Source: an optimization exercise on an open RTL-to-GDS flow (aim: small area, a short achievable clock period and few clock cycles). Production flows keep margins and buffers that such runs may drop.
Function was checked by simulation only, so behaviour that the tests miss may differ from the original.
No activity file was given, so power comes from the tool's default toggle rates.

Design Top, start of the top module:
module Top(
  input wire clock,
  input wire reset_n,
  input wire start,
  input wire [127:0] M1_ReadBus1,
  output wire [15:0] M1_ReadAddress1,
  input wire [35:0] M2_ReadBus1,
  input wire [19:0] M2_ReadBus2,
  output wire [15:0] M2_ReadAddress1,
  output wire [15:0] M2_ReadAddress2,
  output wire [127:0] M2_WriteBus,
  output wire [15:0] M2_WriteAddress,
  output wire M2_WriteEnable,
  input wire [127:0] M3_ReadBus1,
  output wire [15:0] M3_ReadAddress1,
  output wire [127:0] M3_WriteBus,
  output wire [15:0] M3_WriteAddress,
  output wire M3_WriteEnable,
  output wire [127:0] M4_WriteBus,
  output wire [15:0] M4_WriteAddress,
  output wire M4_WriteEnable
  );
For scale: about 2800 cells after synthesis, roughly 270 flip-flops, roughly 810 I/O pins.
export LEC_CHECK = 0
export ABC_AREA = 1
export CAP_MARGIN = 20
export CORE_AREA = 3 3 233 233
export DIE_AREA = 0 0 236 236
export SETUP_SLACK_MARGIN = 5
export SLEW_MARGIN = 20
create_clock -name core_clock -period 8.0 [get_ports {clock}]
standard.sh (not shown) runs the stock make flow with config.mk's settings and CLKGATE_MAP_FILE= SYNTH_SCRIPT=/design/flow/synth_recipe.tcl, a recipe that flattens the netlist after the stock synthesis.
==> flow/flow/run.sh <==
#!/bin/bash
set -euo pipefail
bash standard.sh 'BUFFER_PORTS_ARGS=-buffer_cell sky130_fd_sc_hd__buf_1' finish > make_finish.log 2>&1
The first run produced a clean layout.
Testbench counts at the start, summed over its fixed seeds: cycles 2,326,192.
==> next run, changes <==
- ABC_AREA: 1 -> unset
- ABC_CLOCK_PERIOD_IN_PS: unset -> 3000
- CORE_AREA: 3 3 233 233 -> 3 3 237 237
- DIE_AREA: 0 0 236 236 -> 0 0 240 240
The new run finished with timing, DRC and antenna clean.
Sequential cell count is unchanged.
Core utilization goes up by 0.15 points.
Synthesized cell count fell by 17%.
Cell count decreases by 11%.
Design area went up by 4.6%.
==> next run, changes <==
==> flow/flow/run.sh (replaced) <==
#!/bin/bash
set -euo pipefail
bash standard.sh 'BUFFER_PORTS_ARGS=-buffer_cell sky130_fd_sc_hd__buf_1' SETUP_SLACK_MARGIN=5.5 finish > make_finish.log 2>&1
- CTS_BUF_LIST: unset -> sky130_fd_sc_hd__clkbuf_4 sky130_fd_sc_hd__clkbuf_8
=> The changed run passed the timing, design-rule and antenna checks; clock power barely changes; die area is unchanged; global-route usage goes up by 4.7 points; clock skew rises by 0.033 ns; core utilization is higher by 12 points; worst hold slack improved by 0.0056 ns; area after synthesis is unchanged; final cell count goes up by 6.4%.
==> next run, changes <==
- ABC_AREA: unset -> 1
- ABC_CLOCK_PERIOD_IN_PS: 3000 -> unset
Effect: The changed run completed with no timing, DRC or antenna violations; combinational power falls by 22%; die area does not change; global-route usage is lower by 2.3 points; design area goes down by 4.9%; first-iteration DRC count drops by 10%; worst setup slack gets better by 0.22 ns.

---

== build 88 ==
Another version of the RTL of Top (not shown whole).
Size: ~250 flip-flops, about 810 I/O pins, ~19000 µm² of cells after synthesis.
clock: 8.0 ns
lec_check: 0
abc_area: 1
cap_margin: 20
core_area: 3 3 237 237
cts_buf_list: sky130_fd_sc_hd__clkbuf_8 sky130_fd_sc_hd__clkbuf_16
die_area: 0 0 240 240
setup_slack_margin: 5
slew_margin: 20
tns_end_percent: 40
==> flow/flow/run.sh <==
#!/bin/bash
set -euo pipefail
bash standard.sh 'BUFFER_PORTS_ARGS=-buffer_cell sky130_fd_sc_hd__buf_1' finish > make_finish.log 2>&1
Build 88 | stages: all done | timing, DRC, antenna: all pass
Testbench counts of build 88, summed over its fixed seeds: cycles 2,326,192.
Here is what was changed in the inputs of build 1 compared with build 88.
Settings: changing CTS_BUF_LIST from sky130_fd_sc_hd__clkbuf_8 sky130_fd_sc_hd__clkbuf_16 to sky130_fd_sc_hd__clkbuf_4 sky130_fd_sc_hd__clkbuf_8; removing TNS_END_PERCENT (formerly 40).
From build 88 to build 1 the numbers moved as follows: layout buffer count excluding clock buffers increased about 1.7%; core utilization now larger; wire length of the first global-routing pass higher.
Inputs modified between build 1 and build 47:
Settings: changing CTS_BUF_LIST from sky130_fd_sc_hd__clkbuf_4 sky130_fd_sc_hd__clkbuf_8 to sky130_fd_sc_hd__clkbuf_8 sky130_fd_sc_hd__clkbuf_16.
==> flow/flow/run.sh <==
#!/bin/bash
set -euo pipefail
bash standard.sh 'BUFFER_PORTS_ARGS=-buffer_cell sky130_fd_sc_hd__buf_1' SETUP_SLACK_MARGIN=5.25 finish > make_finish.log 2>&1
==> summary.txt <==
Side by side, worst relative slew slack turned out higher in build 47 than in build 1.
Looking at slowest cell on the critical path, the sky130_fd_sc_hd__edfxtp_1 result is from build 47; the sky130_fd_sc_hd__dfxtp_1 one comes from build 1.
Compared with build 1, build 47 shows a higher via count.
Build 47 ends up with a routed length on met2 that is 5.1% higher than in build 1.
Build 47 vs build 1: count of clock-net buffers in the final layout down by more than a quarter
Re global-route wire length before repair: build 47 and build 1 aren't equal, and the lower value belongs to build 1.
[build 47 vs build 1] area occupied by registers: higher in build 47
Between build 1 and build 47, the multi-input gate count does not differ in any meaningful way.
Row wire length: build 47 higher / build 1 lower
### build 47 -> build 54
Settings: TNS_END_PERCENT: unset -> 10.
==> flow/flow/run.sh <==
#!/bin/bash
set -euo pipefail
bash standard.sh 'BUFFER_PORTS_ARGS=-buffer_cell sky130_fd_sc_hd__buf_1' finish > make_finish.log 2>&1
==> summary.txt <==
- Delta(total design power, build 54 - build 47) < 0
- Of build 47 and build 54, the higher worst hold-check slack belongs to build 54.
- For the worst setup margin, build 54 came in 0.38 ns lower than build 47 did.
- Where clock-net power is concerned, build 47 is outperformed by build 54.
- Build 54 ended up with a higher delay of the slowest cell on the worst path than build 47 did.
- Delta (build 54 minus build 47): register-to-register slack lower, part of the total power dissipated in the clock network lower, number of clock buffers in the layout lower, final area lower, minimum clock period higher.
- Side by side, multi-input gate share of total cell area turned out higher in build 54 than in build 47.
## Diff of input files: build 11 against build 54
Settings: a deleted TNS_END_PERCENT that had been 10.
Results
Build 11 has completed all stages; timing, DRC and antenna checks passed.
As far as total buffers and inverters traversed by the critical path goes, build 11 and build 54 are indistinguishable; the numbers are identical.
Delta (build 11 minus build 54): clock latency at the later pin of the worst-skew pair about even; total of plain and repair buffers excluding clock buffers shows an increase of 5; met2 track demand over resource up 0.43 points; area share of xor/xnor cells in the synthesized design stayed essentially flat.
On wire length, build 54 and build 11 are neck and neck.

[re-timing with driven ports]
How much do the figures lean on ideal ports? The routed layouts below were timed once more, with nothing changed but the port constraints.
Step 1 assumes that a clkbuf_16 drives the clock port and a buf_2 every other input.
Step 2 adds t to the input delays and takes it off the output delays; t is the mean of the earliest and latest rising clock arrival at the registers after step 1. Input paths then give back, and output paths get back, about the clock's delay inside the block.
Three values: ideal, step 1, step 2; two values: the first two.
run | t, ns | slack for setup (ns) | worst setup path at the end | worst register clock-pin slew, ns | worst slew at a driven data input, ns
the first run of note 1 | 0.605 | 4.984 / 4.931 / 4.595 | input to register | 0.06 / 0.06 | 0.14
the second run of note 1 | 0.597 | 4.887 / 4.842 / 4.409 | input to register | 0.07 / 0.07 | 0.16
the third run of note 1 | 0.716 | 4.832 / 4.832 / 4.502 | input to register | 0.07 / 0.07 | 0.15
the fourth run of note 1 | 0.707 | 5.053 / 4.999 / 4.882 | input to register | 0.07 / 0.07 | 0.12
build 88 | 0.659 | 4.963 / 4.903 / 4.494 | input to register | 0.07 / 0.07 | 0.18
build 1 | 0.698 | 5.038 / 4.981 / 4.517 | input to register | 0.07 / 0.07 | 0.16
build 47 | 0.611 | 5.165 / 5.104 / 4.728 | input to register | 0.07 / 0.07 | 0.17
build 54 | 0.657 | 4.783 / 4.723 / 4.512 | input to register | 0.07 / 0.07 | 0.18
build 11 | 0.660 | 5.023 / 4.962 / 4.528 | input to register | 0.07 / 0.07 | 0.17
After both steps setup and hold are still met in every run listed. For build 1, which loses most, drivers alone change the setup slack by -0.057 ns; drivers and shift together by -0.521 ns.
